Context: an optimization exercise on an open-source flow, tuned for a short achievable clock period and few clock cycles. The choices shown serve that exercise and are no tape-out recipe.
In this exercise RTL edits were held to simulation tests only and were not proved equivalent to the original.
Power figures rest on the tool's default switching activity, not on a simulated workload.

==> design.v <==
module toplevel(
    input  wire clk,
    input  wire rst,
    output wire [7:0] imem_addr,
    input  wire [7:0] imem_data,
    output wire [7:0] dmem_addr,
    output wire [7:0] dmem_wdata,
    output wire       dmem_we,
    input  wire [7:0] dmem_rdata
);
    reg [7:0] fpc;
    reg [7:0] r0, r1, r2, r3, r4, r5, r6, r7;
    reg [7:0] op_a, op_b;               
    reg [7:0] op_bs;                    
    reg [7:0] st_data, st_addr;         
    reg       e_arith, e_sub, e_and, e_or, e_xor, e_load, e_store;
    reg [7:0] e_we;                     
    reg [7:0] w_res;
    reg [7:0] w_we;                     
    wire [7:0] sum   = op_a + op_bs + {7'd0, e_sub};
    wire [7:0] other = ({8{e_and}}  & (op_a & op_b))
                     | ({8{e_or}}   & (op_a | op_b))
                     | ({8{e_xor}}  & (op_a ^ op_b))
                     | ({8{e_load}} & dmem_rdata);
    wire [7:0] res   = e_arith ? sum : other;
    assign dmem_addr  = st_addr;
    assign dmem_wdata = st_data;
    assign dmem_we    = e_store;
    wire [7:0] q0 = w_we[0] ? w_res : r0;
    wire [7:0] q1 = w_we[1] ? w_res : r1;
    wire [7:0] q2 = w_we[2] ? w_res : r2;
    wire [7:0] q3 = w_we[3] ? w_res : r3;
    wire [7:0] q4 = w_we[4] ? w_res : r4;
    wire [7:0] q5 = w_we[5] ? w_res : r5;
    wire [7:0] q6 = w_we[6] ? w_res : r6;
    wire [7:0] q7 = w_we[7] ? w_res : r7;
    always @(posedge clk or posedge rst) begin
        if (rst) begin
            r0 <= 8'd0; r1 <= 8'd0; r2 <= 8'd0; r3 <= 8'd0;
            r4 <= 8'd0; r5 <= 8'd0; r6 <= 8'd0; r7 <= 8'd0;
        end else begin
            r0 <= q0; r1 <= q1; r2 <= q2; r3 <= q3;
            r4 <= q4; r5 <= q5; r6 <= q6; r7 <= q7;
        end
    end
    wire [7:0] ins = imem_data;
    wire [2:0] f_op = ins[7:5];
    wire [2:0] f_rd = ins[4:2];
    wire [1:0] f_rs = ins[1:0];
    reg [7:0] rd_val, rs_val;
    reg       hit_a, hit_b;
    always @(*) begin
        case (f_rd)
            3'd0: rd_val = q0;
            3'd1: rd_val = q1;
            3'd2: rd_val = q2;
            3'd3: rd_val = q3;
            3'd4: rd_val = q4;
            3'd5: rd_val = q5;
            3'd6: rd_val = q6;
            default: rd_val = q7;
        endcase
        case (f_rs)
            2'd0: rs_val = q0;
            2'd1: rs_val = q1;
            2'd2: rs_val = q2;
            default: rs_val = q3;
        endcase
        hit_a = e_we[f_rd];
        hit_b = e_we[{1'b0, f_rs}];
    end
    wire f_jmp   = (f_op == 3'b111);
    wire f_store = (f_op == 3'b110);
    wire f_sub   = (f_op == 3'b001);
    wire f_wr    = ~f_jmp & ~f_store;
    wire [7:0] a_next = hit_a ? res : rd_val;
    wire [7:0] b_next = hit_b ? res : rs_val;
    always @(posedge clk or posedge rst) begin
        if (rst) begin
            fpc <= 8'd0;
        end else if (f_jmp) begin
            if (!hit_b) fpc <= rs_val;
        end else begin
            fpc <= fpc + 8'd1;
        end
    end
    assign imem_addr = fpc;
    always @(posedge clk) begin
        op_a    <= a_next;
        op_b    <= b_next;
        op_bs   <= f_sub ? ~b_next : b_next;
        st_data <= a_next;
        st_addr <= b_next;
        w_res   <= res;
    end
    always @(posedge clk or posedge rst) begin
        if (rst) begin
            e_arith <= 1'b0; e_sub <= 1'b0; e_and <= 1'b0; e_or <= 1'b0;
            e_xor <= 1'b0; e_load <= 1'b0; e_store <= 1'b0;
            e_we <= 8'd0; w_we <= 8'd0;
        end else begin
            e_arith <= (f_op == 3'b000) | f_sub;
            e_sub   <= f_sub;
            e_and   <= (f_op == 3'b010);
            e_or    <= (f_op == 3'b011);
            e_xor   <= (f_op == 3'b100);
            e_load  <= (f_op == 3'b101);
            e_store <= f_store;
            e_we    <= f_wr ? (8'd1 << f_rd) : 8'd0;
            w_we    <= e_we;
        end
    end
endmodule
==> run.sh <==
#!/bin/bash
# synth_recipe.tcl (not shown) runs the flow's synth.tcl, then flattens the netlist and writes it again
# the make line also repeats each setting of config.mk as NAME=value (left out here)
make -C /OpenROAD-flow-scripts/flow DESIGN_CONFIG=/design/flow/config.mk WORK_HOME=/design/flow/orfs CLKGATE_MAP_FILE= SYNTH_SCRIPT=/design/flow/synth_recipe.tcl finish
==> config.mk <==
export PLATFORM = sky130hd
export DESIGN_NAME = toplevel
export DESIGN_NICKNAME = toplevel
export VERILOG_FILES = /design/flow/design.v
export SDC_FILE = /design/flow/constraint.sdc
export NUM_CORES = 4
export LEC_CHECK = 0
export CAP_MARGIN = 20
export CORE_MARGIN = 2
export CORE_UTILIZATION = 40
export SETUP_SLACK_MARGIN = 3.5
export SLEW_MARGIN = 20
==> constraint.sdc <==
create_clock -name core_clock -period 5.0 [get_ports {clk}]
set_input_delay 1.0000 -clock core_clock [delete_from_list [all_inputs] [get_ports {clk}]]
set_output_delay 1.0000 -clock core_clock [all_outputs]
set_load 0.01 [all_outputs]
==> run summary, run 1 <==
The synthesized design contains 0 enable-type register cells. In this run the power density over the cells is 531.3 nW/um2. The multiplexer fraction of the synthesized cell area works out to 0.1781. The synthesized design contains 127 register bits. The worst max-slew margin expressed relative to the limit is 0.6717. By area, the combinational part of the netlist is dominated by multiplexers. The area fraction in compound gates after synthesis is 0.1440.

Fmax: 464.4 MHz. The run gives 385 as the number of DRC violations after detailed-routing iteration 0. Detailed routing inserted a total of 5098 vias. Diode insertion count for antenna repair: 0. After detailed routing, the number of remaining DRC violations is 0. The number of cell instances on the worst register-to-register path is 8, and the final worst-path cycle share is 0.4307. At the worst endpoint, the required time is 5.30 ns. The run gives 5187 as the via count of the first global-routing pass.

The net count of the finished layout is 730. The number of antenna violations at the first check in global routing came out at 0. The adder-cell area share of the yosys netlist is 0.05140, and the chip width is 130.3 um. Class of the most critical setup path: flop to flop.

Cell count after synthesis: 581. The count of nets left with antenna violations once routing finished came out at 0. The worst setup path is launched from a flop. The first TritonRoute pass finished after 5 iterations.

The flow ran to the end and the layout has no timing, DRC or antenna violations. For the I/O pin count, the log shows 43. The netlist area before placement came out at 6377 um2. The cell family with the largest share of critical-path delay was compound AO/OA/AOI/OAI gates.

Compared with the post-synthesis result, the final layout area differs by 37.00%. The clock tree synthesis step divided the H-tree into 4 levels. The hold buffer count at CTS is 0.

The deepest clock path buffer count came out at 2. The startpoint identified for the worst register-to-register timing path is e_sub$_DFF_PP0_. The top fanout value on the critical path works out to 3. Summed over all failing endpoints, the final setup total negative slack is 0 ns. The share of post-route cells with drive strength above 1 came out at 0.4743. IR analysis of the VDD net gives a maximum drop of 220.1 uV.

Summed over all nets, the half-perimeter wirelength after detailed placement is 11690 um. The tools report the aggregate global routing overflow as 0. The clock net in this run drives a total of 127 sinks. After the flow finishes, the layout carries non-filler instances totaling 916. For the number of warning messages in the yosys log, the log shows 1. Clock-pin slew was measured on the worst setup and hold paths at 0.06 ns. The number of placed instances, taps included, is 809.

The proportion of synthesized chip area in sequential cells is 0.4732. Using the TritonRoute via totals, the vias-per-cell ratio works out to 5.566. The mean routed wirelength per cell was 19.86 um; the count of cell types in the netlist was 74.

The floorplan step defined a die boundary enclosing 16970 um2. The tools report the start point of the worst min-delay path as e_we[4]$_DFF_PP0_. Die outline height: 130.3 um. TritonCTS built the clock tree. The number of setup violations in the final report is 0. The end of the worst register-to-register path was op_bs[7]$_DFF_P_. The xor/xnor share of the synthesized area came out at 0.01236.

The first global-routing pass estimated 28390 um of wire. Between clock sinks in the finished design, the worst skew comes to 0.006739 ns. The worst hold path belongs to the class flop to flop.

The count of buffer and inverter cells on the critical path is 1. The logs give 0.2225 for the aggregate global-route resource usage and 18190 um for the overall routed net length. The cell at the slowest stage of the critical path was fa_2.

The worst hold path depth came out at 0. The insertion delay of the later-clocked pin in the worst-skew pair is 0.42 ns. Leakage power: 3.895 nW. For the number of max-slew violations in the final report, the log shows 0. The most critical setup path has its startpoint at e_sub$_DFF_PP0_.

The critical path goes through fa_2 > a211oi_4 > buf_6 > nor2_4 > o221ai_2 > a31oi_4 > o221a_4 > xor2_1. For the largest net degree at the start of global routing, the log shows 47. The starting density of the core was 0.4059.

For this run, the slowest stage of the critical path takes 0.40 ns. STA classifies the critical path endpoint as a flop. For the pin with the worst max-slew slack, the measured transition is 0.4925 ns.

The logs give 0 for the number of endpoints with negative hold slack in the final report and 15710 um2 for the core area. Setup repair after global routing could not meet its margin everywhere. The congestion estimate from routability-driven global placement came to 0.9096. Input and output buffers added on the ports amount to 42. Among all flip-flop cells after synthesis, the most frequent one is dfrtp_1.

CTS placed an instance of clkbuf_16 at the clock tree root. Subtracting the final worst setup slack from the clock period gives 2.153 ns. The share of the core filled with cells came out at 0.5561. Max-cap violations in this run came to 0. Each instance of the synthesized netlist takes up on average 10.98 um2.

The simple-gate share of the synthesized area was 0.09241. The run gives 2.45 ns as the arrival time at the worst endpoint. The initialized floorplan defines 46 standard-cell rows.

The async set-or-reset flop fraction in the synthesized netlist is 0.7480, and the total nets after synthesis is 624. Counting the buffers created by CTS gives 17. For the worst reg-to-reg setup slack, the log shows 2.85 ns. The end of the worst hold path is w_we[4]$_DFF_PP0_.
worst register-to-register path: stages (launching register included):
cell and delay, ns:
dfrtp_1 0.39, fa_2 0.40, a211oi_4 0.29, buf_6 0.16, nor2_4 0.04, o221ai_2 0.17
a31oi_4 0.15, o221a_4 0.30, xor2_1 0.14
how the worst max path moves through the flow:
stage / endpoint / slack (ns) / depth (start not counted)
after detailed placement: st_data[4]$_DFF_P_ / 1.49 / 7
after CTS: op_bs[7]$_DFF_P_ / 2.80 / 7
after global placement: st_data[4]$_DFF_P_ / 1.50 / 7
after floorplan: st_data[7]$_DFF_P_ / 2.73 / 6
after global routing: op_bs[4]$_DFF_P_ / 2.78 / 9
final: op_bs[7]$_DFF_P_ / 2.85 / 8
power by group:
group | internal [W] | switching [W]
combinational | 0.000911 | 0.000861
clock | 0.000769 | 0.000446
sequential | 0.00140 | 0.000250
total | 0.00309 | 0.00156
cell usage in the layout, fill, tap and decap left out, drive strengths merged, types with 9 or more instances in the layout:
cell type	synthesis	layout
a21oi	27	27
nor3	15	15
ha	23	23
nor2	42	42
dfxtp	32	32
buf	23	108
clkdlybuf4s50	0	9
nand2	32	32
clkbuf	14	22
o21ai	36	36
mux2i	23	23
mux2	63	63
inv	30	28
dfrtp	95	95
area by class of cell:
type,instances,area [um2]
Inverter,31,140.1
Fill cell,1292,6975
Timing Repair Buffer,124,1211
Clock inverter,10,111.4
Tap cell,216,270.3
Clock buffer,22,474.2
Multi-Input combinational cell,386,3457
Sequential cell,127,3073
cell families (layout without fill, tap and decap cells):
logic type / count (synthesis) / in the layout
simple gates: 125 / 125
compound gates: 133 / 133
fa+ha+maj: 25 / 25
mux: 94 / 94
xor+xnor: 9 / 9
flops: 127 / 127
buf+inv: 68 / 187
per-stage QoR:
| stage | cell area (um2) | worst slack (ns) | hold WS [ns] | total power [W] |
|---|---|---|---|---|
| floorplan | 6669 | 2.734 | 0.3488 | 0.002547 |
| global placement | 7087 | 1.497 | 0.3581 | 0.002995 |
| detailed placement | 7087 | 1.486 | 0.3683 | 0.003041 |
| CTS | 8446 | 2.804 | 0.3809 | 0.004505 |
| global route | 8737 | 2.782 | 0.3882 | 0.004901 |
| finish | 8737 | 2.847 | 0.3837 | 0.004642 |
cells in the mapped netlist, drive strengths merged, types with 14 or more instances:
| master | number | area share |
|---|---|---|
| mux2i | 23 | 0.038 |
| buf | 23 | 0.022 |
| mux2 | 63 | 0.11 |
| inv | 30 | 0.018 |
| nor2 | 42 | 0.025 |
| dfxtp | 32 | 0.10 |
| clkbuf | 14 | 0.0082 |
| nand2 | 32 | 0.020 |
| nor3 | 15 | 0.012 |
| ha | 23 | 0.045 |
| a21oi | 27 | 0.021 |
| dfrtp | 95 | 0.37 |
| o21ai | 36 | 0.028 |
routing by layer:
layer,wire (um),track usage,vias to the layer above
met5,0,0,-
met4,507,0.08855,0
met3,814,0.03567,38
met2,9126,0.3714,145
met1,7740,0.2908,2599
li1,-,-,2316
timing repair:
item / in CTS / in global routing
resized for setup: 252 / 35
cloned: 3 / 0
pin swaps: 23 / 11
endpoints found under the setup margin: 159 / 151
buffers inserted: 50 / 22
Testbench counts, summed over its fixed seeds: cycles 49,571.
==> inputs of run 2 (changes only) <==
--- a/config.mk
+++ b/config.mk
@@ -8,5 +8,5 @@
 export CAP_MARGIN = 20
 export CORE_MARGIN = 2
 export CORE_UTILIZATION = 40
-export SETUP_SLACK_MARGIN = 3.5
+export SETUP_SLACK_MARGIN = 3.0
 export SLEW_MARGIN = 20
==> run 2 against run 1 <==
Net effect: still clean on timing, DRC and antenna; power shrank 1.9%; cell area is 3.7% lower; combinational power decreased by 8%; synthesized cell count did not move; sequential share of layout area up 1.4 points; clock power rose by 5%; register-to-register slack worse by 0.06 ns; clock skew up 0.0056 ns.
==> run summary, run 2 <==
The tools report the overall routed net length as 18300 um (+0.60%). Via count of the first global-routing pass: 5058 (-2.5%). The worst setup path is captured at a flop. The netlist area before placement came out at 6377 um2 (unchanged). The number of iterations in the first detailed-routing pass was 5 (unchanged); the count of buffers from port buffering was 42 (unchanged). Final worst-path cycle share: 0.4419 (+0.01128).

The run gives 0 (unchanged) as the hold buffer count at CTS. Met3 demand-to-capacity share in global routing: 0.05986 (+0.02419). The insertion delay of the later-clocked pin in the worst-skew pair came out at 0.43 ns (about the same). Peak per-stage delay on the critical path: 0.37 ns (-0.03 ns). The area share of the leading cell type in the synthesized netlist works out to 0.3728 (unchanged).

The number of warning messages in the yosys log is 1 (unchanged). The tools report the number of levels in the clock H-tree as 4 (unchanged). Class of the most critical setup path: flop to flop. The count of buffer and inverter cells on the critical path came out at 1 (unchanged).

Arrival time at the worst endpoint: 2.50 ns (+0.05 ns). The placement row count is 46 (unchanged). The tools report the fraction of met2 tracks used by global routing as 0.3619 (-0.009547). The data required time at the worst endpoint was 5.29 ns (about the same). The top fanout value on the critical path was 3 (unchanged). The top cell types in the final layout, fill and taps aside, are 82 x dfrtp_1, 62 x mux2_2, 60 x buf_4. The post-layout minimum cycle time works out to 2.210 ns (+0.05641 ns). The global routing stage identified its most utilized layer as met2. The cell count after synthesis was 581 (unchanged). The logs give 0.6335 (-0.03816) for the worst max-slew margin expressed relative to the limit and 29 (-38%) for the largest net degree at the start of global routing. The commonest register cell after synthesis is dfrtp_1. STA classifies the critical path startpoint as a flop.

The flow ran to the end and the layout has no timing, DRC or antenna violations. The number of DRC violations after detailed-routing iteration 0 is 324 (-16%). The library cell occupying the most area in the post-synthesis netlist is dfrtp_1. The run gives 268.1 uV (+22%) as the maximum resistive drop on vdd.

The clock transition time at the flip-flop clock pins of the worst setup and hold paths works out to 0.05 ns (about the same). The routability congestion estimate came out at 0.9334 (+2.6%). Setup repair after global routing could not meet its margin everywhere.

The count of clock tree sinks was 127 (unchanged). For the leakage power, the log shows 3.743 nW (-3.9%). The number of enable flip-flop cells after synthesis was 0 (unchanged).

Walking the worst path, the cells encountered are fa_2 > inv_2 > fa_2 > nor2b_2 > o31a_1 > a21oi_2 > mux2i_2 > mux2i_2 > xor2_1. By count the netlist is led by 95 x dfrtp_1, 62 x mux2_2, 42 x nor2_1. The I/O pin count was 43 (unchanged); the share of the core filled with cells was 0.5357 (-0.02039). The transition time of the tightest slew-check pin is 0.5467 ns (+0.05424 ns). Yosys attributes the largest share of cell area to dfrtp_1 37%, mux2_2 11%, dfxtp_1 10%.

The areal power density over the cells came out at 541.2 nW/um2 (+1.9%). For the final net count, the log shows 722 (-1.1%). The met1 track demand over resource in global routing is 0.2889 (-0.001909), and the aggregate global routing overflow is 0 (unchanged). The total nets after synthesis came out at 624 (unchanged). The number of nets with antenna violations after routing was 0 (unchanged). The cell at the slowest stage of the critical path was dfxtp_4. The run gives 0 (unchanged) as the number of setup violations in the final report. The die outline area is 16970 um2 (unchanged).

Number of buffers inserted during clock tree synthesis: 17 (unchanged). The number of storage elements in the synthesis netlist is 127 (unchanged), and the core area is 15710 um2 (unchanged). The total DRC errors in the routed layout is 0 (unchanged), and the first-pass GRT wire length is 28370 um (about the same). The die outline height was 130.3 um (unchanged); the proportion of synthesized chip area in sequential cells was 0.4732 (unchanged).

The post-route setup TNS is 0 ns (unchanged), and the max-cap check violation count is 0 (unchanged). The tools report the final HPWL from detailed placement as 11970 um (+2.4%). The chip width came out at 130.3 um (unchanged).

The tools report the vias after detailed routing as 5065 (-0.65%). Clock tree synthesis selected as its root buffer the cell clkbuf_16. The run gives 0 (unchanged) as the number of endpoints with negative hold slack in the final report. Area added between synthesis and finish: 31.98%. The async set-or-reset flop fraction in the synthesized netlist was 0.7480 (unchanged); the number of max-slew violations in the final report was 0 (unchanged).

The deepest clock path buffer count came out at 2 (unchanged). The number of antenna violations at the first check in global routing was 0 (unchanged); the mean routed wirelength per cell was 20.15 um (+1.5%). The cell family with the largest share of critical-path delay was adder cells. The aggregate global-route resource usage is 0.2245 (+0.001958), and the share of post-route cells with drive strength above 1 is 0.4292 (-0.04509). The dominant cell by count in the synthesized netlist is dfrtp_1. Leading cell type in the layout, fill and taps excluded: dfrtp_1. The average size of a mapped cell came out at 10.98 um2 (unchanged).

The worst hold path belongs to the class flop to flop. The fmax is 452.6 MHz (-2.6%), and the starting density of the core is 0.4059 (unchanged). The count of cell types in the netlist came out at 74 (unchanged). TritonCTS built the clock tree. The logs give 0 (unchanged) for the diode insertion count for antenna repair and 0.01236 ns (+0.005619 ns) for the maximum clock skew at final layout. Mean number of vias per cell: 5.578 (+0.23%).
==> run 2: power by group <==
| part | internal (W) | total [W] | switching [W] |
|---|---|---|---|
| Combinational | 0.000799 | 0.00163 | 0.000833 |
| Clock | 0.000820 | 0.00127 | 0.000452 |
| Sequential | 0.00140 | 0.00165 | 0.000247 |
| Total | 0.00302 | 0.00456 | 0.00153 |
==> run 2: path summary, 6_finish.rpt <==
kind | depth (start not counted) | slack, ns | startpoint | endpoint
setup / recovery | 9 | 2.79 | st_data[0]$_DFF_P_ | op_bs[4]$_DFF_P_
hold / removal | 0 | 0.37 | e_we[6]$_DFF_PP0_ | w_we[6]$_DFF_PP0_
setup reg to reg | 9 | 2.79 | st_data[0]$_DFF_P_ | op_bs[4]$_DFF_P_
hold reg to reg | 0 | 0.37 | e_we[6]$_DFF_PP0_ | w_we[6]$_DFF_PP0_
max in group asynchronous | 3 | 3.16 | rst | fpc[1]$_DFFE_PP0P_
min in group asynchronous | 2 | 1.13 | rst | r0[2]$_DFF_PP0_
==> run 2: area by class of cell <==
class | count | area, um2
Inverter | 31 | 131.4
Timing Repair Buffer | 113 | 992.2
Clock inverter | 10 | 135.1
Timing Repair inverter | 3 | 20.02
Clock buffer | 22 | 474.2
Multi-Input combinational cell | 386 | 3314
Tap cell | 216 | 270.3
Fill cell | 1361 | 7296
Sequential cell | 127 | 3079
==> run 2: cells by family (layout without fill, tap and decap cells) <==
logic type / after synthesis / in the layout / synth area share
fa+ha+maj: 25 / 25 / 0.05140
xor+xnor: 9 / 9 / 0.01236
simple gates: 125 / 125 / 0.09241
buf+inv: 68 / 179 / 0.04846
compound gates: 133 / 133 / 0.1440
mux: 94 / 94 / 0.1781
flops: 127 / 127 / 0.4732
==> run 2: repair_timing <==
action | in CTS | in global routing
gates cloned | 4 | 2
hold endpoints to repair | 0 | 0
gates resized for setup | 220 | 35
pin swaps | 15 | 14
endpoints found under the setup margin | 122 | 73
setup buffers | 40 | 21
==> run 2: layer usage <==
| layer | share of wire | vias to the layer above |
|---|---|---|
| met4 | 0.025 | 0 |
| met1 | 0.43 | 2554 |
| met3 | 0.063 | 33 |
| met5 | 0 | - |
| met2 | 0.48 | 182 |
| li1 | - | 2296 |
==> run 2: through the flow <==
stage	instances	instance area, um2	setup slack, ns	hold slack (ns)	power, W
after floorplan	581	6523	2.734	0.3488	0.002520
after global routing	908	8417	2.711	0.3968	0.004801
after global placement	809	7000	1.607	0.3526	0.002980
after detailed placement	809	7000	1.565	0.3636	0.003037
after CTS	885	8147	2.840	0.3768	0.004470
final	908	8417	2.790	0.3701	0.004555
==> inputs of run 3 (changes only) <==
--- a/config.mk
+++ b/config.mk
@@ -8,5 +8,5 @@
 export CAP_MARGIN = 20
 export CORE_MARGIN = 2
 export CORE_UTILIZATION = 40
-export SETUP_SLACK_MARGIN = 3.0
+export SETUP_SLACK_MARGIN = 3.2
 export SLEW_MARGIN = 20
==> run 3 against run 2 <==
Net effect: maximum frequency increased by 1.4%; synthesized cell count is the same; sequential cell count unchanged; largest power group is now combinational logic; non-clock buffer count shrank 6; via count down 2.3%; register-to-register slack better by 0.03 ns; setup slack better by 0.031 ns; final cell count fell by 0.88%; core utilization grew 1.4 points; power grew 5.1%; highest routed layer unchanged; die area did not move; hold slack got worse by 0.0092 ns.
==> run summary, run 3 <==
Setup repair after global routing could not meet its margin everywhere. The tools report the hold buffer count at CTS as 0 (unchanged). The tools report the data required time at the worst endpoint as 5.35 ns (+0.06 ns).

For the post-route setup TNS, the log shows 0 ns (unchanged). Leaving out fill and tap cells, the most frequent cells in the layout are 84 x dfrtp_1, 59 x mux2_2, 49 x buf_4. The placement row count was 46 (unchanged); the cell count after synthesis was 581 (unchanged). The logs give 3.808 nW (+1.7%) for the leakage power and 624 (unchanged) for the total nets after synthesis. Top fanout value on the critical path: 3 (unchanged). The tools report the number of iterations in the first detailed-routing pass as 5 (unchanged). The run gives 18050 um (-1.4%) as the overall routed net length. TritonCTS built the clock tree. The flow ran to the end and the layout has no timing, DRC or antenna violations. Number of buffers inserted during clock tree synthesis: 17 (unchanged). Mean number of vias per cell: 5.501 (-1.4%). Async set-or-reset flop fraction in the synthesized netlist: 0.7480 (unchanged). The run gives 0.004786 W (+5.1%) as the overall power after layout.

The routability congestion estimate was 0.8672 (-7.1%). The worst setup path is launched from a flop. Adder-cell area share of the yosys netlist: 0.05140 (unchanged). The tools report the arrival time at the worst endpoint as 2.53 ns (+0.03 ns). The startpoint of the most critical setup path was e_sub$_DFF_PP0_. The number of levels in the clock H-tree came out at 4 (unchanged). The peak per-stage delay on the critical path is 0.40 ns (+0.03 ns), and the clock transition time at the flip-flop clock pins of the worst setup and hold paths is 0.05 ns (about the same). The logs give 0 (unchanged) for the number of endpoints with negative hold slack in the final report and 387 (+19%) for the number of DRC violations after detailed-routing iteration 0. The type of element capturing the critical path was a flop.

The tools report the post-detailed-placement cell area as 7012 um2 (+0.16%). The tools report the diode insertion count for antenna repair as 0 (unchanged). The signal on the critical path passes through fa_2 > inv_2 > fa_2 > nor2b_2 > o31a_1 > a21oi_2 > mux2i_4 > mux2i_2 > xor2_1.

The area share of the leading cell type in the synthesized netlist is 0.3728 (unchanged), and the aggregate global routing overflow is 0 (unchanged). Dominant cell by count in the synthesized netlist: dfrtp_1. The number of cell instances on the worst register-to-register path was 9 (unchanged); the number of setup violations in the final report was 0 (unchanged). The proportion of synthesized chip area in sequential cells came out at 0.4732 (unchanged). The aggregate global-route resource usage was 0.2248 (+0.0002807); the number of nets with antenna violations after routing was 0 (unchanged).

Area fraction in compound gates after synthesis: 0.1440 (unchanged). Cell at the slowest stage of the critical path: fa_2. The logs give 390.9 uV (+46%) for the maximum resistive drop on vdd and 39 (+34%) for the largest net degree at the start of global routing. In the post-synthesis netlist, the biggest area contributors are dfrtp_1 37%, mux2_2 11%, dfxtp_1 10%. The dominant combinational cell family by area after synthesis was multiplexers. The tools report the end of the worst register-to-register path as op_bs[4]$_DFF_P_. The number of antenna violations at the first check in global routing came out at 0 (unchanged). The core area came out at 15710 um2 (unchanged). Sorting the synthesized cells by how often they occur yields 95 x dfrtp_1, 62 x mux2_2, 42 x nor2_1.

The tools report the final HPWL from detailed placement as 11770 um (-1.7%). Via count of the first global-routing pass: 5071 (+0.26%). The tools report the worst reg-to-reg setup slack as 2.82 ns (+0.03 ns).

The count of buffers from port buffering was 42 (unchanged); the simple-gate share of the synthesized area was 0.09241 (unchanged). The number of enable flip-flop cells after synthesis is 0 (unchanged). The transition time of the tightest slew-check pin came out at 0.7644 ns (+0.2176 ns). The run gives 459.1 MHz (+1.4%) as the fmax.

Worst flop-to-flop path startpoint: e_sub$_DFF_PP0_. The critical path is of the flop to flop type. The multiplexer fraction of the synthesized cell area was 0.1781 (unchanged). Library cell occupying the most area in the post-synthesis netlist: dfrtp_1.

Number of max-slew violations in the final report: 0 (unchanged). The deepest clock path buffer count was 2 (unchanged). For the max-cap check violation count, the log shows 0 (unchanged). The path class of the tightest hold or removal check is flop to flop. Maximum clock skew at final layout: 0.01008 ns (-0.002278 ns). Share of post-route cells with drive strength above 1: 0.4430 (+0.01379).

The worst max-slew margin expressed relative to the limit was 0.4876 (-0.1459). The die outline area came out at 16970 um2 (unchanged). The count of cell types in the netlist is 74 (unchanged), and the number of storage elements in the synthesis netlist is 127 (unchanged). The areal power density over the cells works out to 554.2 nW/um2 (+2.4%). The chip width came out at 130.3 um (unchanged). The tools report the root buffer cell as clkbuf_16. The logs give 0.43 ns (about the same) for the insertion delay of the later-clocked pin in the worst-skew pair and 6377 um2 (unchanged) for the netlist area before placement. The mean routed wirelength per cell came out at 20.05 um (-0.50%). The average size of a mapped cell works out to 10.98 um2 (unchanged).

In the synthesized netlist the dominant register cell turns out to be dfrtp_1. The area added between synthesis and finish works out to 35.43%. The logs give 714 (-1.1%) for the final net count and 127 (unchanged) for the count of clock tree sinks. The total DRC errors in the routed layout is 0 (unchanged), and the vias after detailed routing is 4951 (-2.3%). The path with the worst hold slack has its endpoint at w_we[5]$_DFF_PP0_. The xor/xnor share of the synthesized area was 0.01236 (unchanged); the worst hold path depth was 0 (unchanged). In this run the most critical hold path is launched from e_we[5]$_DFF_PP0_. The post-route cell area was 8637 um2 (+2.6%). The post-layout minimum cycle time was 2.178 ns (-0.03136 ns). The library cell used most frequently in the layout, excluding fill and tap cells, is dfrtp_1.

The critical path's most frequent cell is fa_2. The final worst-path cycle share is 0.4357 (-0.006272), and the I/O pin count is 43 (unchanged). The logs give 0.4059 (unchanged) for the starting density of the core and 28410 um (+0.17%) for the first-pass GRT wire length. The run gives 1 (unchanged) as the number of warning messages in the yosys log. Die outline height: 130.3 um (unchanged).
run 3: cell families after synthesis:
kind of cell	count (synthesis)
buf+inv	68
compound gates	133
simple gates	125
xor+xnor	9
mux	94
flops	127
fa+ha+maj	25
run 3: metal layers:
layer	vias up	track usage	part of all wire	wire length (um)
li1	2289	-	-	-
met1	2504	0.2985	0.45	8158
met2	123	0.3579	0.48	8741
met3	35	0.04305	0.037	669
met4	0	0.1025	0.026	478
met5	-	0	0	0
run 3: repair_timing:
| action | 4_1_cts | 5_1_grt |
|---|---|---|
| resized for setup | 279 | 25 |
| setup endpoints to repair | 138 | 98 |
| cloned | 2 | 1 |
| buffers inserted | 45 | 12 |
| pin swaps | 25 | 12 |
run 3: how the worst max path moves through the flow:
stage	endpoint	slack, ns	depth (start not counted)
after floorplan	st_data[7]$_DFF_P_	2.73	6
after global routing	op_bs[7]$_DFF_P_	2.76	7
after detailed placement	fpc[3]$_DFFE_PP0P_	1.37	6
after CTS	op_bs[6]$_DFF_P_	2.85	8
final	op_bs[4]$_DFF_P_	2.82	9
after global placement	fpc[3]$_DFFE_PP0P_	1.41	6
run 3: final cells by class:
class	count	area [um2]
clock buffer	22	484.2
timing repair inverter	1	5.005
tap	216	270.3
fill	1278	7076
timing repair buffer	107	1090
sequential	127	3074
multi-input combinational	386	3396
inverter	31	136.4
clock inverter	10	181.4
run 3: critical path: cells and delay by family (launching register included):
family                     cells  cell delay (ns)
and+or+nand+nor                1             0.05
xor gates and xnor gates       1             0.18
adders and majority gates      2             0.61
AOI/OAI and AO/OA              2             0.45
muxes                          2             0.35
DFF                            1             0.38
buffers and inverters          1             0.08
run 3: power by group:
group / switching, W / internal (W)
clock: 0.000450 / 0.000935
combinational: 0.000846 / 0.000890
sequential: 0.000261 / 0.00141
total: 0.00156 / 0.00323
run 3: through the flow:
step                  util  setup slack [ns]  hold WS (ns)  std cells
finish              0.5497             2.822        0.3609        900
global route        0.5497             2.759        0.3749        900
CTS                 0.5378             2.849        0.3694        887
detailed placement  0.4462             1.370        0.3609        808
global placement    0.4462             1.412        0.3571        808
floorplan                -             2.734        0.3488        581
==> inputs of run 4 (changes only) <==
==> flow/run.sh (new file) <==
#!/bin/bash
# Standard ORFS layout, with the port buffers inserted as buf_4 cells instead of
# the resizer's default choice (a slow delay buffer).
set -euo pipefail
bash standard.sh "BUFFER_PORTS_ARGS=-buffer_cell sky130_fd_sc_hd__buf_4" finish > standard.log 2>&1
==> standard.sh (new file) <==
#!/bin/bash
# synth_recipe.tcl (not shown) runs the flow's synth.tcl, then flattens the netlist and writes it again
# the make line also repeats each setting of config.mk as NAME=value (left out here)
make -C /OpenROAD-flow-scripts/flow DESIGN_CONFIG=/design/flow/config.mk WORK_HOME=/design/flow/orfs CLKGATE_MAP_FILE= SYNTH_SCRIPT=/design/flow/synth_recipe.tcl "${@:-finish}"
--- a/config.mk
+++ b/config.mk
@@ -8,5 +8,5 @@
 export CAP_MARGIN = 20
 export CORE_MARGIN = 2
 export CORE_UTILIZATION = 40
-export SETUP_SLACK_MARGIN = 3.2
+export SETUP_SLACK_MARGIN = 3.5
 export SLEW_MARGIN = 20
removed: run.sh
==> run 4 against run 3 <==
Net effect: core utilization about the same; power decreased by 0.80%; sequential share of layout area increased by 0.062 points; critical path depth unchanged; die area unchanged; sequential power about the same; synthesized area unchanged; synthesized cell count unchanged.
==> run summary, run 4 <==
The run gives 17 (unchanged) as the number of buffers inserted during clock tree synthesis. The netlist area before placement was 6377 um2 (unchanged). The startpoint identified for the worst hold timing path is e_we[4]$_DFF_PP0_.

The via count of the first global-routing pass came out at 4975 (-1.9%). The number of levels in the clock H-tree is 4 (unchanged). The worst max-slew margin expressed relative to the limit was 0.6321 (+0.1445). The number of storage elements in the synthesis netlist was 127 (unchanged). By area the synthesized netlist is led by dfrtp_1 37%, mux2_2 11%, dfxtp_1 10%.

The tools report the number of iterations in the first detailed-routing pass as 5 (unchanged). Setup repair after global routing could not meet its margin everywhere. The run gives 1 (unchanged) as the number of warning messages in the yosys log. The tools report the number of endpoints with negative hold slack in the final report as 0 (unchanged).

The die outline area was 16970 um2 (unchanged); the maximum resistive drop on vdd was 277.3 uV (-29%). The diode insertion count for antenna repair is 0 (unchanged), and the maximum clock skew at final layout is 0.006100 ns (-0.003981 ns). The vias after detailed routing was 4994 (+0.87%). Core area: 15710 um2 (unchanged). The logs give 2 (unchanged) for the deepest clock path buffer count and 27790 um (-2.2%) for the first-pass GRT wire length. The tools report the routability congestion estimate as 0.8975 (+3.5%). End of the worst register-to-register path: op_bs[4]$_DFF_P_. The areal power density over the cells was 549.6 nW/um2 (-0.83%); the starting density of the core was 0.4059 (unchanged). The number of enable flip-flop cells after synthesis works out to 0 (unchanged). The placement row count is 46 (unchanged). The critical path's most frequent cell is fa_2. The number of setup violations in the final report is 0 (unchanged).

Ranked by instance count, the synthesized netlist is headed by 95 x dfrtp_1, 62 x mux2_2, 42 x nor2_1. The library cell occupying the most area in the post-synthesis netlist is dfrtp_1. The mean routed wirelength per cell is 20.08 um (+0.12%), and the I/O pin count is 43 (unchanged).

The path class of the tightest hold or removal check is flop to flop. The number of max-slew violations in the final report is 0 (unchanged). STA classifies the critical path startpoint as a flop. Final worst-path cycle share: 0.4252 (-0.01050). The most critical setup path has its startpoint at e_sub$_DFF_PP0_. Mean number of vias per cell: 5.543 (+0.76%). The count of cell types in the netlist is 74 (unchanged), and the area added between synthesis and finish is 35.47% (about the same). Final HPWL from detailed placement: 11670 um (-0.78%). The worst setup path is of the flop to flop kind. The tools report the total DRC errors in the routed layout as 0 (unchanged).

The total nets after synthesis is 624 (unchanged). The post-route cell area is 8640 um2 (about the same), and the transition time of the tightest slew-check pin is 0.5518 ns (-0.2126 ns). The number of DRC violations after detailed-routing iteration 0 was 301 (-22%). The count of buffers from port buffering is 42 (unchanged), and the arrival time at the worst endpoint is 2.46 ns (-0.07 ns). The clock transition time at the flip-flop clock pins of the worst setup and hold paths was 0.06 ns (about the same).

The count of clock tree sinks was 127 (unchanged); the fmax was 470.4 MHz (+2.5%). Leaving out fill and tap cells, the most frequent cell in the layout is dfrtp_1. The largest net degree at the start of global routing is 77 (+97%).

In this run the critical register-to-register path is launched from e_sub$_DFF_PP0_. The chip width works out to 130.3 um (unchanged). The share of post-route cells with drive strength above 1 was 0.4628 (+0.01979). The top fanout value on the critical path came out at 3 (unchanged). The number of nets with antenna violations after routing is 0 (unchanged).

The leakage power is 3.837 nW (+0.77%). The type of element capturing the critical path is a flop. Dominant cell by count in the synthesized netlist: dfrtp_1. The post-detailed-placement cell area was 6937 um2 (-1.1%). The final net count was 715 (+0.14%); the insertion delay of the later-clocked pin in the worst-skew pair was 0.41 ns (-0.02 ns).

The die outline height is 130.3 um (unchanged). Following the worst setup path forward leads to its endpoint at op_bs[4]$_DFF_P_. In the synthesized netlist the dominant register cell turns out to be dfrtp_1. The number of cell instances on the worst register-to-register path is 9 (unchanged). The overall routed net length was 18090 um (+0.23%); the worst reg-to-reg setup slack was 2.87 ns (+0.05 ns). The run finished with no timing, DRC or antenna violations. In the layout the commonest cells are 86 x dfrtp_1, 64 x buf_4, 52 x mux2_2. The run gives 5.34 ns (about the same) as the data required time at the worst endpoint. The async set-or-reset flop fraction in the synthesized netlist is 0.7480 (unchanged). Max-cap check violation count: 0 (unchanged). The tools report the root buffer cell as clkbuf_16. The proportion of synthesized chip area in sequential cells came out at 0.4732 (unchanged). Traced cell by cell, the critical path runs through fa_2 > inv_2 > fa_2 > nor2b_2 > o31a_1 > a21oi_2 > mux2i_2 > mux2i_1 > xor2_1. The peak per-stage delay on the critical path works out to 0.39 ns (about the same). The run gives 0.2199 (-0.004848) as the aggregate global-route resource usage. On the critical path, the stage with the largest delay is an instance of fa_2. The post-layout minimum cycle time is 2.126 ns (-0.05249 ns), and the area share of the leading cell type in the synthesized netlist is 0.3728 (unchanged).

The run gives 581 (unchanged) as the cell count after synthesis. TritonCTS built the clock tree. The average size of a mapped cell works out to 10.98 um2 (unchanged). The post-route setup TNS came out at 0 ns (unchanged). The number of antenna violations at the first check in global routing came out at 0 (unchanged). The tools report the aggregate global routing overflow as 0 (unchanged).
-- run 4: cell counts after synthesis --
No cell type changed its count.
-- run 4: critical path, delay by kind of cell (launching register included) --
| kind | cells | cell delay, ns |
|---|---|---|
| adders and majority gates | 2 | 0.59 |
| AOI/OAI and AO/OA | 2 | 0.46 |
| DFF | 1 | 0.37 |
| muxes | 2 | 0.34 |
| xor gates and xnor gates | 1 | 0.17 |
| buffers and inverters | 1 | 0.07 |
| and+or+nand+nor | 1 | 0.05 |
-- run 4: worst min path at each step --
stage | slack, ns | endpoint | depth (start not counted)
finish | 0.38 | w_we[4]$_DFF_PP0_ | 0
global route | 0.40 | w_we[6]$_DFF_PP0_ | 0
CTS | 0.37 | w_we[4]$_DFF_PP0_ | 0
detailed placement | 0.36 | w_we[4]$_DFF_PP0_ | 0
global placement | 0.36 | w_we[7]$_DFF_PP0_ | 0
floorplan | 0.35 | w_we[6]$_DFF_PP0_ | 0
-- run 4: layer usage --
metal  vias to the layer above  wire length, um  global-route usage
li1                       2302                -                   -
met1                      2527             7503              0.2759
met2                       129             9202              0.3668
met3                        36              889             0.05207
met4                         0              495             0.08982
met5                         -                0                   0
-- run 4: timing repair --
item / CTS / global route
hold buffers: 0 / 0
endpoints found under the setup margin: 144 / 66
resized for setup: 132 / 30
gates cloned: 2 / 0
endpoints found under the hold margin: 0 / 0
buffers inserted: 50 / 14
pin swaps: 27 / 12
-- run 4: cells by family after synthesis --
| family | synth area share |
|---|---|
| buffers and inverters | 0.04846 |
| muxes | 0.1781 |
| xor gates and xnor gates | 0.01236 |
| and+or+nand+nor | 0.09241 |
| AOI/OAI and AO/OA | 0.1440 |
| adders and majority gates | 0.05140 |
| DFF | 0.4732 |
-- run 4: through the flow --
step	cells	setup WS, ns	total power (W)	utilization	hold WS, ns
global route	901	2.793	0.005003	0.5498	0.3983
CTS	887	2.817	0.004613	0.5355	0.3746
detailed placement	803	1.804	0.003013	0.4415	0.3597
floorplan	581	2.734	0.002547	-	0.3488
global placement	803	1.929	0.002959	0.4415	0.3627
finish	901	2.874	0.004748	0.5498	0.3809
-- run 4: area by class of cell --
cell class,instances,area (um2)
clock buffers,26,489.2
clock inverters,6,107.6
fillers,1335,7073
inverters,31,140.1
multi-input cells,386,3465
flip-flops and latches,127,3080
well taps,216,270.3
repair buffers,109,1087
-- run 4: report_power, final --
part	internal, W	switching, W	total (W)
Clock	0.000823	0.000433	0.00126
Combinational	0.000958	0.000859	0.00182
Sequential	0.00141	0.000268	0.00168
Total	0.00319	0.00156	0.00475
==> inputs of run 5 (changes only) <==
--- a/config.mk
+++ b/config.mk
@@ -8,5 +8,5 @@
 export CAP_MARGIN = 20
 export CORE_MARGIN = 2
 export CORE_UTILIZATION = 40
-export SETUP_SLACK_MARGIN = 3.5
+export SETUP_SLACK_MARGIN = 4.5
 export SLEW_MARGIN = 20
==> run 5 against run 4 <==
Net effect: clock power barely moved; global-route usage rose by 4.8 points; clock skew rose by 0.0096 ns; hold slack got worse by 0.00060 ns; die area did not move; largest power group unchanged.
==> run summary, run 5 <==
The number of endpoints with negative hold slack in the final report is 0 (unchanged), and the post-route cell area is 10190 um2 (+18%). For the data required time at the worst endpoint, the log shows 5.36 ns (+0.02 ns). The run gives 0.6056 (-0.02651) as the worst max-slew margin expressed relative to the limit.

The vias after detailed routing was 5679 (+14%). For the max-cap check violation count, the log shows 0 (unchanged). The aggregate global routing overflow came out at 0 (unchanged). The run gives 268.2 uV (-3.3%) as the maximum resistive drop on vdd. TritonCTS built the clock tree. The run gives 46 (unchanged) as the placement row count.

The tools report the maximum clock skew at final layout as 0.01573 ns (+0.009628 ns). The netlist area before placement is 6377 um2 (unchanged), and the xor/xnor share of the synthesized area is 0.01236 (unchanged). The logs give 0 ns (unchanged) for the post-route setup TNS and 15710 um2 (unchanged) for the core area. Number of storage elements in the synthesis netlist: 127 (unchanged).

The total DRC errors in the routed layout came out at 0 (unchanged). The synthesized design spends more area on one cell type than any other, namely dfrtp_1. The cell at the slowest stage of the critical path is fa_2. The tools report the first-pass GRT wire length as 33140 um (+19%). The top fanout value on the critical path came out at 4 (+1). The aggregate global-route resource usage is 0.2683 (+0.04842), and the overall routed net length is 23030 um (+27%).

The die outline area came out at 16970 um2 (unchanged). The commonest register cell after synthesis was dfrtp_1. The total of fill cells in the finished design was 1087 (-19%). The mean number of vias per cell was 5.831 (+5.2%). The fmax is 459.3 MHz (-2.4%), and the clock transition time at the flip-flop clock pins of the worst setup and hold paths is 0.06 ns (about the same). The most common cell in the synthesized netlist is dfrtp_1.

Setup repair after global routing could not meet its margin everywhere. Die outline height: 130.3 um (unchanged). The number of nets with antenna violations after routing was 0 (unchanged). The post-layout minimum cycle time came out at 2.177 ns (+0.05161 ns). The tools report the starting density of the core as 0.4059 (unchanged).

Transition time of the tightest slew-check pin: 0.5907 ns (+0.03896 ns). The number of enable flip-flop cells after synthesis came out at 0 (unchanged). The simple-gate share of the synthesized area works out to 0.09241 (unchanged).

The tools report the type of element capturing the critical path as a flop. The logs give 11810 um (+1.1%) for the final HPWL from detailed placement and 2 (unchanged) for the deepest clock path buffer count. The met2 wirelength from detailed routing was 10990 um (+19%).

The root buffer cell was clkbuf_16. Area fraction in compound gates after synthesis: 0.1440 (unchanged). The share of post-route cells with drive strength above 1 came out at 0.5594 (+0.09659). For the insertion delay of the later-clocked pin in the worst-skew pair, the log shows 0.44 ns (+0.03 ns).

The adder-cell area share of the yosys netlist was 0.05140 (unchanged); the proportion of synthesized chip area in sequential cells was 0.4732 (unchanged). Leading cell type in the layout, fill and taps excluded: dfrtp_1. The average size of a mapped cell was 10.98 um2 (unchanged); the number of warning messages in the yosys log was 1 (unchanged). The area added between synthesis and finish works out to 59.82%. The final worst-path cycle share came out at 0.4355 (+0.01032). The tools report the number of levels in the clock H-tree as 4 (unchanged). The I/O pin count is 43 (unchanged). Startpoint class of the critical path: a flop.

The run gives 1478 um (+66%) as the length of routed met3 wiring. The leakage power is 4.544 nW (+18%). The number of setup violations in the final report is 0 (unchanged). Top layer used by detailed routing: met4. The count of buffers from port buffering works out to 42 (unchanged). The diode insertion count for antenna repair was 0 (unchanged); the count of buffer and inverter cells on the critical path was 0 (-1). Area share of the leading cell type in the synthesized netlist: 0.3728 (unchanged).

The top cell types in the final layout, fill and taps aside, are 80 x dfrtp_1, 74 x buf_6, 63 x buf_4. For the number of antenna violations at the first check in global routing, the log shows 0 (unchanged). The async set-or-reset flop fraction in the synthesized netlist came out at 0.7480 (unchanged). Walking the worst path, the cells encountered are fa_2 > a211oi_4 > o21ai_1 > a211o_1 > a31oi_4 > o221a_4 > xor2_1. After synthesis, the largest family of logic cells by area is multiplexers. The number of DRC violations after detailed-routing iteration 0 was 565 (+88%); the peak per-stage delay on the critical path was 0.44 ns (+0.05 ns). The areal power density over the cells is 502.6 nW/um2 (-8.6%). Multiplexer fraction of the synthesized cell area: 0.1781 (unchanged). The number of max-slew violations in the final report is 0 (unchanged), and the total nets after synthesis is 624 (unchanged). The number of iterations in the first detailed-routing pass is 5 (unchanged), and the count of cell types in the netlist is 74 (unchanged). The run gives 581 (unchanged) as the cell count after synthesis.

By area the synthesized netlist is led by dfrtp_1 37%, mux2_2 11%, dfxtp_1 10%. The arrival time at the worst endpoint came out at 2.54 ns (+0.08 ns). The mean routed wirelength per cell was 23.65 um (+18%). The run finished with no timing, DRC or antenna violations. The final net count was 788 (+10%). In this run the worst hold path is classified as flop to flop. Number of buffers inserted during clock tree synthesis: 17 (unchanged). The chip width was 130.3 um (unchanged). The setup path with the least slack is of type flop to flop. The run gives 0.9041 (+0.74%) as the routability congestion estimate. Grouping stages by cell kind, the critical path spends the most delay in compound AO/OA/AOI/OAI gates. The commonest cells after synthesis are 95 x dfrtp_1, 62 x mux2_2, 42 x nor2_1.

The routed metal-1 wirelength is 9147 um (+22%), and the count of clock tree sinks is 127 (unchanged). The run gives 5582 (+12%) as the via count of the first global-routing pass. The largest net degree at the start of global routing was 27 (-65%); the post-detailed-placement cell area was 7202 um2 (+3.8%).
## run 5: changes by cell type in the layout (fill, tap and decap cells not counted), sizes merged
cell / change
clkbuf: -7
bufbuf: +2
inv: +4
clkinvlp: +6
buf: +66
clkinv: +2
## run 5: stage by stage
step / setup WS (ns) / hold slack (ns) / total power (W) / utilization / std cells
finish: 2.823 / 0.3803 / 0.005122 / 0.6487 / 974
global route: 2.749 / 0.3842 / 0.005353 / 0.6487 / 974
CTS: 2.884 / 0.3764 / 0.004906 / 0.6208 / 944
detailed placement: 1.832 / 0.3626 / 0.003160 / 0.4584 / 803
global placement: 1.921 / 0.3577 / 0.003123 / 0.4584 / 803
floorplan: 2.734 / 0.3488 / 0.002696 / - / 581
## run 5: worst paths after layout
check	start	to	slack [ns]	cells after the start
min reg2reg	e_we[6]$_DFF_PP0_	w_we[6]$_DFF_PP0_	0.38	0
min	e_we[6]$_DFF_PP0_	w_we[6]$_DFF_PP0_	0.38	0
min in group asynchronous	rst	r6[7]$_DFF_PP0_	0.68	4
max reg2reg	st_data[0]$_DFF_P_	op_bs[7]$_DFF_P_	2.82	7
max in group asynchronous	rst	e_we[3]$_DFF_PP0_	4.01	5
max	st_data[0]$_DFF_P_	op_bs[7]$_DFF_P_	2.82	7
## run 5: final cells by class
class	count	area, um2	share of cell area
clock inverter	14	163.9	0.01608
timing repair inverter	4	38.79	0.003806
multi-input combinational	386	3794	0.3722
inverter	31	147.6	0.01449
sequential	127	3094	0.3036
tap	216	270.3	0.02652
clock buffer	18	439.2	0.04309
timing repair buffer	178	2245	0.2202
## run 5: power breakdown
group / internal [W] / switching (W) / total, W / leakage (nW)
Combinational: 0.00117 / 0.000964 / 0.00213 / 2.79
Sequential: 0.00141 / 0.000292 / 0.00170 / 1.46
Clock: 0.000794 / 0.000498 / 0.00129 / 0.288
## run 5: repair_timing
item	CTS	global route
hold buffers	0	0
buffers inserted	92	29
setup endpoints to repair	245	246
pin swaps	38	27
resized for setup	198	56
cloned	17	1
## run 5: worst register-to-register path, cell delays in order, from the launching register on
cell	delay [ns]
dfxtp_4	0.35
fa_2	0.44
a211oi_4	0.30
o21ai_1	0.11
a211o_1	0.30
a31oi_4	0.23
o221a_4	0.23
xor2_1	0.15
## run 5: kinds of logic after synthesis
group | Yosys count
flip-flops | 127
adder cells (fa/ha/maj) | 25
buffers and inverters | 68
multiplexers | 94
XOR/XNOR | 9
AO/OA/AOI/OAI | 133
AND/OR/NAND/NOR | 125
## run 5: layer usage
| layer | vias up | GRT usage |
|---|---|---|
| met5 | - | 0 |
| met4 | 0 | 0.1398 |
| met3 | 110 | 0.05289 |
| met2 | 308 | 0.4339 |
| met1 | 2823 | 0.3426 |
| li1 | 2438 | - |
==> inputs of run 6 (changes only) <==
==> flow/run.sh (replaced) <==
#!/bin/bash
# Standard ORFS layout with two changes: the port buffers are inserted as buf_4
# cells instead of the resizer's default choice (a slow delay buffer), and
# synthesis leaves adders to ABC instead of mapping them to full-adder cells.
set -euo pipefail
bash standard.sh "ADDER_MAP_FILE=" "BUFFER_PORTS_ARGS=-buffer_cell sky130_fd_sc_hd__buf_4" finish > standard.log 2>&1
--- a/config.mk
+++ b/config.mk
@@ -8,5 +8,5 @@
 export CAP_MARGIN = 20
 export CORE_MARGIN = 2
 export CORE_UTILIZATION = 40
-export SETUP_SLACK_MARGIN = 4.5
+export SETUP_SLACK_MARGIN = 3.5
 export SLEW_MARGIN = 20
==> run 6 against run 5 <==
Net effect: still clean; synthesized area decreased by 2.2%; maximum frequency is 6.2% higher; global-route usage shrank 4.7 points; sequential power barely moved; cell area down 17%; clock power is 12% lower; die area down 2.1%; power shrank 9.7%; non-clock buffer count is 62 lower; via count is 14% lower; critical path type unchanged; largest power group unchanged; highest routed layer unchanged.
==> run summary, run 6 <==
Aggregate global routing overflow: 0 (unchanged). The flow ran to the end and the layout has no timing, DRC or antenna violations. The leading cell type in the layout, fill and taps excluded was dfrtp_1. Number of nets with antenna violations after routing: 0 (unchanged). The die outline area is 16610 um2 (-2.1%), and the mean routed wirelength per cell is 21.31 um (-9.9%).

The count of buffers from port buffering is 42 (unchanged). For the number of DRC violations after detailed-routing iteration 0, the log shows 324 (-43%). The run gives 2.223 ns (+0.3908 ns) as the setup slack at placement. CTS placed an instance of clkbuf_16 at the clock tree root. TritonCTS built the clock tree. In the layout the commonest cells are 87 x dfrtp_1, 68 x buf_4, 53 x mux2_2. Commonest register cell after synthesis: dfrtp_1. The chip width is 128.9 um (-1.1%).

Count of clock tree sinks: 127 (unchanged). The run gives 0.5388 (-0.06682) as the worst max-slew margin expressed relative to the limit. Largest net degree at the start of global routing: 43 (+59%).

The number of iterations in the first detailed-routing pass was 5 (unchanged). The number of setup violations in the final report was 0 (unchanged). The logs give 15200 um2 (-3.2%) for the core area and 0 (unchanged) for the number of max-slew violations in the final report. The overall routed net length is 18050 um (-22%), and the top fanout value on the critical path is 3 (-1). By count the netlist is led by 95 x dfrtp_1, 64 x mux2_2, 47 x nor2_1. For the first-pass GRT wire length, the log shows 27510 um (-17%). The arrival time at the worst endpoint was 2.36 ns (-0.18 ns); the maximum resistive drop on vdd was 267.3 uV (-0.33%).

The number of enable flip-flop cells after synthesis came out at 0 (unchanged). The run gives 664 (-16%) as the final net count. The tools report the number of buffers inserted during clock tree synthesis as 17 (unchanged).

Die outline height: 128.9 um (-1.1%). The average size of a mapped cell is 11.49 um2 (+4.7%). The via count of the first global-routing pass was 4987 (-11%). The final HPWL from detailed placement was 11310 um (-4.2%).

The count of cell types in the netlist was 70 (-5.4%). Sorting the synthesized cells by area gives the leading types as dfrtp_1 38%, mux2_2 12%, dfxtp_1 10%. The tools report the leakage power as 3.694 nW (-19%). The max-cap check violation count was 0 (unchanged); the area added between synthesis and finish was 35.13%. The mean number of vias per cell is 5.756 (-1.3%), and the number of endpoints with negative hold slack in the final report is 0 (unchanged).

The transition time of the tightest slew-check pin is 0.6880 ns (+0.09726 ns). The async set-or-reset flop fraction in the synthesized netlist was 0.7480 (unchanged). The logs give 0 (unchanged) for the number of antenna violations at the first check in global routing and 0.4105 (+0.004576) for the starting density of the core. For the share of the core filled with cells, the log shows 0.5547 (-0.09402). The post-layout minimum cycle time is 2.051 ns (-0.1262 ns), and the total DRC errors in the routed layout is 0 (unchanged). The run gives 0.42 ns (-0.02 ns) as the insertion delay of the later-clocked pin in the worst-skew pair. The library cell occupying the most area in the post-synthesis netlist was dfrtp_1. The worst setup path is of the flop to flop kind.

The tools report the diode insertion count for antenna repair as 0 (unchanged). The data required time at the worst endpoint came out at 5.31 ns (-0.05 ns). The deepest clock path buffer count was 2 (unchanged); the fmax was 487.5 MHz (+6.2%). The share of post-route cells with drive strength above 1 is 0.4750 (-0.08440), and the proportion of synthesized chip area in sequential cells is 0.4837 (+0.01044). The cell count after synthesis was 543 (-6.5%).

In this run the worst hold path is classified as flop to flop. The I/O pin count was 43 (unchanged). The vias after detailed routing is 4875 (-14%). Setup repair after global routing could not meet its margin everywhere. The post-route setup TNS came out at 0 ns (unchanged). The area share of the leading cell type in the synthesized netlist is 0.3810 (+0.008222). The tools report the number of warning messages in the yosys log as 1 (unchanged). For the placement row count, the log shows 45 (-2.2%).

For the total nets after synthesis, the log shows 561 (-10%). The worst setup path is captured at a flop. The areal power density over the cells was 548.5 nW/um2 (+9.1%); the clock transition time at the flip-flop clock pins of the worst setup and hold paths was 0.05 ns (about the same). By instance count, the leading cell after synthesis is dfrtp_1.

The number of storage elements in the synthesis netlist came out at 127 (unchanged). The post-layout worst setup margin is 2.949 ns (+0.1262 ns), and the worst-case hold slack is 0.3876 ns (+0.007232 ns). The startpoint class of the critical path was a flop.

The logs give 0.2209 (-0.04741) for the aggregate global-route resource usage and 0.8057 (-11%) for the routability congestion estimate. The tools report the number of levels in the clock H-tree as 4 (unchanged). The netlist area before placement is 6240 um2 (-2.2%). The final worst-path cycle share was 0.4102 (-0.02525).

The maximum clock skew at final layout was 0.007076 ns (-0.008651 ns).
==> run 6: changes by cell type in the layout (fill, tap and decap cells not counted), sizes merged, moves of 6 or more <==
cell    change
ha         -23
clkbuf      +8
inv        -24
o21ai      -21
buf        -60
mux2       +14
xor2        +6
nand2      -10
a21boi      +7
==> run 6: metal layers <==
layer	wire (um)	vias up	track usage
li1	-	2206	-
met1	7802	2484	0.2831
met2	8877	145	0.3641
met3	777	40	0.04407
met4	597	0	0.09783
met5	0	-	0
==> run 6: what timing repair did <==
action,CTS,global route
setup endpoints to repair,136,64
resized for setup,107,26
gates cloned,3,0
hold buffers,0,0
setup buffers,55,15
pin swaps,17,12
==> run 6: final timing paths <==
check	startpoint	to	slack, ns	cells past startpoint
min in group asynchronous	rst	r1[3]$_DFF_PP0_	0.62	2
worst min-delay path	e_we[4]$_DFF_PP0_	w_we[4]$_DFF_PP0_	0.39	0
max in group asynchronous	rst	w_we[3]$_DFF_PP0_	3.67	3
worst min register to register	e_we[4]$_DFF_PP0_	w_we[4]$_DFF_PP0_	0.39	0
worst max-delay path	w_we[2]$_DFF_PP0_	st_data[2]$_DFF_P_	2.95	6
worst max register to register	w_we[2]$_DFF_PP0_	st_data[2]$_DFF_P_	2.95	6
==> run 6: final cells by class <==
class                      instances  area (um2)
tap                              188       235.2
inverter                          11       63.81
sequential                       127        3072
fill                            1207        6770
timing repair inverter             1       5.005
clock inverter                     5       30.03
timing repair buffer             116        1147
multi-input combinational        372        3366
clock buffer                      27       513.0
==> run 6: cells by family (layout without fill, tap and decap cells) <==
family | count (synthesis) | count (layout) | synth area share
buf+inv | 44 | 160 | 0.03730
fa+ha+maj | 3 | 3 | 0.005213
mux | 109 | 109 | 0.2192
xor+xnor | 20 | 20 | 0.02807
compound gates | 114 | 114 | 0.1287
flops | 127 | 127 | 0.4837
simple gates | 126 | 126 | 0.09786
==> run 6: metrics by stage <==
| step | instance area, um2 | std cells | power (W) |
|---|---|---|---|
| 3_3_place_gp | 6778 | 742 | 0.002959 |
| 6_report | 8432 | 847 | 0.004625 |
| 5_1_grt | 8432 | 847 | 0.004840 |
| 2_1_floorplan | 6513 | 543 | 0.002588 |
| 4_1_cts | 8227 | 832 | 0.004497 |
| 3_5_place_dp | 6778 | 742 | 0.003011 |
==> run 6: critical path, cell delays in order (launching register included) <==
cell and delay [ns]:
dfrtp_2 0.43, buf_6 0.15, mux2_4 0.31, mux4_2 0.47, and2_4 0.17, o22a_1 0.17, mux2_4 0.25
==> run 6: report_power, final <==
part	internal [W]	total (W)	switching, W
clock	0.000696	0.00113	0.000431
sequential	0.00140	0.00169	0.000291
combinational	0.000972	0.00180	0.000832
==> inputs of run 7 (changes only) <==
--- a/design.v
+++ b/design.v
@@ -11,18 +11,18 @@
     reg [7:0] fpc;
     reg [7:0] r0, r1, r2, r3, r4, r5, r6, r7;
     reg [7:0] op_a, op_b;               
-    reg [7:0] op_bs;                    
     reg [7:0] st_data, st_addr;         
     reg       e_arith, e_sub, e_and, e_or, e_xor, e_load, e_store;
     reg [7:0] e_we;                     
     reg [7:0] w_res;
     reg [7:0] w_we;                     
-    wire [7:0] sum   = op_a + op_bs + {7'd0, e_sub};
+    wire [7:0] sum   = op_a + op_b;
+    wire [7:0] diff  = op_a - op_b;
     wire [7:0] other = ({8{e_and}}  & (op_a & op_b))
                      | ({8{e_or}}   & (op_a | op_b))
                      | ({8{e_xor}}  & (op_a ^ op_b))
                      | ({8{e_load}} & dmem_rdata);
-    wire [7:0] res   = e_arith ? sum : other;
+    wire [7:0] res   = ({8{e_arith & ~e_sub}} & sum) | ({8{e_sub}} & diff) | other;
     assign dmem_addr  = st_addr;
     assign dmem_wdata = st_data;
     assign dmem_we    = e_store;
@@ -88,7 +88,6 @@
     always @(posedge clk) begin
         op_a    <= a_next;
         op_b    <= b_next;
-        op_bs   <= f_sub ? ~b_next : b_next;
         st_data <= a_next;
         st_addr <= b_next;
         w_res   <= res;
==> run 7 against run 6 <==
Net effect: via count is 1.8% higher; sequential share of layout area is 2.2 points lower; final cell count grew 1.4%; cell area grew 1.5%; register-to-register slack gained 0.07 ns; sequential power hardly changed; synthesized area shrank 4.6%; core utilization increased by 3.4 points; power is 15% higher; still clean on timing, DRC and antenna; clock skew decreased by 0.0010 ns.
==> run summary, run 7 <==
The flow ran to the end and the layout has no timing, DRC or antenna violations. The average size of a mapped cell was 10.61 um2 (-7.6%); the number of iterations in the first detailed-routing pass was 5 (unchanged). The worst reg-to-reg setup slack is 3.02 ns (+0.07 ns), and the overall routed net length is 17370 um (-3.8%). The vias after detailed routing was 4965 (+1.8%); the share of the core filled with cells was 0.5886 (+0.03394). For the worst max-slew margin expressed relative to the limit, the log shows 0.5539 (+0.01508). The run gives 0 (unchanged) as the number of antenna violations at the first check in global routing.

By count the netlist is led by 95 x dfrtp_1, 63 x mux2_2, 57 x nor2_1. The hold buffer count at CTS was 0 (unchanged). The total nets after synthesis was 579 (+3.2%). Number of buffers inserted during clock tree synthesis: 17 (unchanged). For the final HPWL from detailed placement, the log shows 10920 um (-3.4%). The core area was 14530 um2 (-4.4%). TritonCTS built the clock tree. The number of storage elements in the synthesis netlist came out at 119 (-6.3%).

The run gives 0.005323 W (+15%) as the overall power after layout. The routability congestion estimate is 0.8752 (+8.6%). The run gives 0 ns (unchanged) as the post-route setup TNS. The worst hold path belongs to the class flop to flop. The I/O pin count is 43 (unchanged), and the post-layout minimum cycle time is 2.023 ns (-0.02773 ns). The number of nets with antenna violations after routing is 0 (unchanged), and the mean routed wirelength per cell is 20.23 um (-5.1%). The area share of the leading cell type in the synthesized netlist is 0.3992 (+0.01825), and the final net count is 680 (+2.4%). The tools report the number of DRC violations after detailed-routing iteration 0 as 440 (+36%).

For the largest net degree at the start of global routing, the log shows 66 (+53%). The run gives 0 (unchanged) as the max-cap check violation count. Setup repair after global routing could not meet its margin everywhere.

The mean number of vias per cell works out to 5.780 (+0.42%). The clock transition time at the flip-flop clock pins of the worst setup and hold paths came out at 0.05 ns (about the same). The starting density of the core was 0.4097 (-0.0007591); the peak per-stage delay on the critical path was 0.55 ns (+0.08 ns). The count of buffer and inverter cells on the critical path was 2 (+1); the total of fill cells in the finished design was 1153 (-4.5%).

Transition time of the tightest slew-check pin: 0.6655 ns (-0.02249 ns). The routed metal-1 wirelength came out at 7708 um (-1.2%). Diode insertion count for antenna repair: 0 (unchanged). Yosys attributes the largest share of cell area to dfrtp_1 40%, mux2_2 12%, dfxtp_1 8.1%. The proportion of synthesized chip area in sequential cells came out at 0.4799 (-0.003725).

The top cell types in the final layout, fill and taps aside, are 85 x dfrtp_1, 62 x buf_4, 50 x mux2_2. The tree is rooted in a clkbuf_16. The biggest area contributor in the post-synthesis netlist is dfrtp_1. For the netlist area before placement, the log shows 5954 um2 (-4.6%). Cell at the slowest stage of the critical path: mux4_2.

The top layer used by detailed routing is met4. The final worst-path cycle share works out to 0.4047 (-0.005546). Leakage power: 3.731 nW (+1.0%). The number of levels in the clock H-tree came out at 4 (unchanged). For the number of warning messages in the yosys log, the log shows 1 (unchanged). Traced cell by cell, the critical path runs through buf_16 > mux4_2 > mux2i_4 > buf_12 > and3b_1 > a22oi_1. The top fanout value on the critical path is 6 (+3), and the deepest clock path buffer count is 2 (unchanged).

Placement row count: 44 (-2.2%). Count of clock tree sinks: 119 (-6.3%). The met2 wirelength from detailed routing came out at 8465 um (-4.6%).

For the arrival time at the worst endpoint, the log shows 2.35 ns (about the same). The worst setup path is launched from an input port. Among all cell types in the netlist, the one instantiated most often is dfrtp_1. The tools report the number of max-slew violations in the final report as 0 (unchanged).

Leading cell type in the layout, fill and taps excluded: dfrtp_1. The run gives 915 um (+18%) as the length of routed met3 wiring. The logs give 494.2 MHz (+1.4%) for the fmax and 5019 (+0.64%) for the via count of the first global-routing pass. The die outline area is 15880 um2 (-4.4%).

The share of post-route cells with drive strength above 1 was 0.4978 (+0.02282). For the insertion delay of the later-clocked pin in the worst-skew pair, the log shows 0.41 ns (about the same). The run gives 0 (unchanged) as the aggregate global routing overflow.

The cell count after synthesis came out at 561 (+3.3%). Number of setup violations in the final report: 0 (unchanged). The areal power density over the cells works out to 622.2 nW/um2 (+13%).

The tools report the aggregate global-route resource usage as 0.2252 (+0.004279). The critical path in this run is classified as input port to flop. For the total DRC errors in the routed layout, the log shows 0 (unchanged). Area added between synthesis and finish: 43.66%. Chip width: 126.0 um (-2.2%). The most used flip-flop cell after synthesis is dfrtp_1. The type of element capturing the critical path was a flop. The first-pass GRT wire length is 27670 um (+0.58%), and the number of enable flip-flop cells after synthesis is 0 (unchanged).

The maximum resistive drop on vdd came out at 328.9 uV (+23%). The async set-or-reset flop fraction in the synthesized netlist came out at 0.7983 (+0.05029). The count of buffers from port buffering was 42 (unchanged); the data required time at the worst endpoint was 5.32 ns (about the same). The count of cell types in the netlist was 67 (-4.3%). The cell family with the largest share of critical-path delay is multiplexers. The maximum clock skew at final layout is 0.006064 ns (-0.001012 ns). The die outline height was 126.0 um (-2.2%). For the number of endpoints with negative hold slack in the final report, the log shows 0 (unchanged).
[run 7: area by class of cell]
class | instances | area, um2 | area share
repair inverters | 1 | 5.005 | 0.0005851
flip-flops and latches | 119 | 2928 | 0.3423
clock inverters | 9 | 195.2 | 0.02282
well taps | 184 | 230.2 | 0.02691
repair buffers | 117 | 1244 | 0.1454
inverters | 21 | 106.4 | 0.01243
multi-input cells | 385 | 3378 | 0.3949
clock buffers | 23 | 467.9 | 0.05470
[run 7: where the power goes]
| group | switching [W] | total [W] | internal [W] |
|---|---|---|---|
| Clock | 0.000414 | 0.00137 | 0.000958 |
| Combinational | 0.00105 | 0.00224 | 0.00119 |
| Sequential | 0.000334 | 0.00171 | 0.00138 |
| Total | 0.00180 | 0.00532 | 0.00353 |
[run 7: kinds of logic after synthesis]
logic type,synth area share
flops,0.4799
compound gates,0.1395
fa+ha+maj,0.01219
mux,0.1897
xor+xnor,0.02017
simple gates,0.1183
buf+inv,0.04013
[run 7: metal layers]
layer / global-route usage / up-vias
met3: 0.04715 / 24
met5: 0 / -
li1: - / 2242
met2: 0.3520 / 174
met4: 0.08339 / 0
met1: 0.3108 / 2525
[run 7: per-stage QoR]
stage          worst slack [ns]  instances  hold slack, ns  cell area [um2]
2_1_floorplan             2.734        561          0.3488             6276
3_5_place_dp              1.979        752          0.3572             6484
4_1_cts                   2.994        847          0.3724             8218
5_1_grt                   2.968        859          0.3898             8554
6_report                  2.977        859          0.3689             8554
3_3_place_gp              2.055        752          0.3580             6484
[run 7: timing repair]
action / 4_1_cts / 5_1_grt
pin swaps: 26 / 24
resized for setup: 139 / 56
endpoints found under the hold margin: 0 / 0
cloned: 4 / 0
buffers inserted: 59 / 12
setup endpoints to repair: 125 / 59
[run 7: worst reg2reg max path, delay by kind of cell, from the launching register on]
kind            cells  cell delay (ns)
compound gates      4             0.57
xor+xnor            1             0.19
simple gates        2             0.72
flops               1             0.37
[run 7: final timing paths]
kind                                    start                  to  depth (start not counted)
setup / recovery                 imem_data[2]  st_data[7]$_DFF_P_                          6
hold / removal              e_we[7]$_DFF_PP0_   w_we[7]$_DFF_PP0_                          0
setup reg to reg           st_data[4]$_DFF_P_  st_addr[7]$_DFF_P_                          7
hold reg to reg             e_we[7]$_DFF_PP0_   w_we[7]$_DFF_PP0_                          0
max in group asynchronous                 rst   w_we[0]$_DFF_PP0_                          3
min in group asynchronous                 rst   w_we[4]$_DFF_PP0_                          2
Testbench counts of run 7, summed over its fixed seeds: cycles 49,571.

==> what the ideal ports hide <==
No port has a modelled driver above. Below, the same layouts with a new extraction and two added sets of constraints. Step 1, drivers: a clkbuf_16 drives clk and a buf_2 each remaining input, both assumed. Step 2, shift: input delay + t, output delay - t, t = (earliest + latest rising clock arrival at the registers) / 2. This alone moves slack from input paths to output paths. Three values: no drivers, after step 1, after step 2; two values: the first two.
run	shift t [ns]	setup WS [ns]	clock arrival spread, ns	worst register clock-pin slew, ns	cell pins on the clock port's net
run 1	0.460	2.847 / 2.847 / 2.437	0.008 / 0.008	0.06 / 0.06	1
run 2	0.460	2.790 / 2.790 / 2.360	0.013 / 0.012	0.06 / 0.06	1
run 3	0.468	2.822 / 2.822 / 2.456	0.011 / 0.011	0.06 / 0.06	1
run 4	0.454	2.874 / 2.874 / 2.424	0.008 / 0.008	0.06 / 0.06	1
run 5	0.472	2.823 / 2.823 / 2.430	0.016 / 0.016	0.07 / 0.07	1
run 6	0.457	2.949 / 2.866 / 2.409	0.007 / 0.008	0.06 / 0.06	1
run 7	0.448	2.977 / 2.891 / 2.443	0.006 / 0.006	0.05 / 0.05	1
After both steps every run listed still meets setup and hold. For run 6, which loses most, drivers alone change the setup slack by -0.083 ns; drivers and shift together by -0.540 ns.
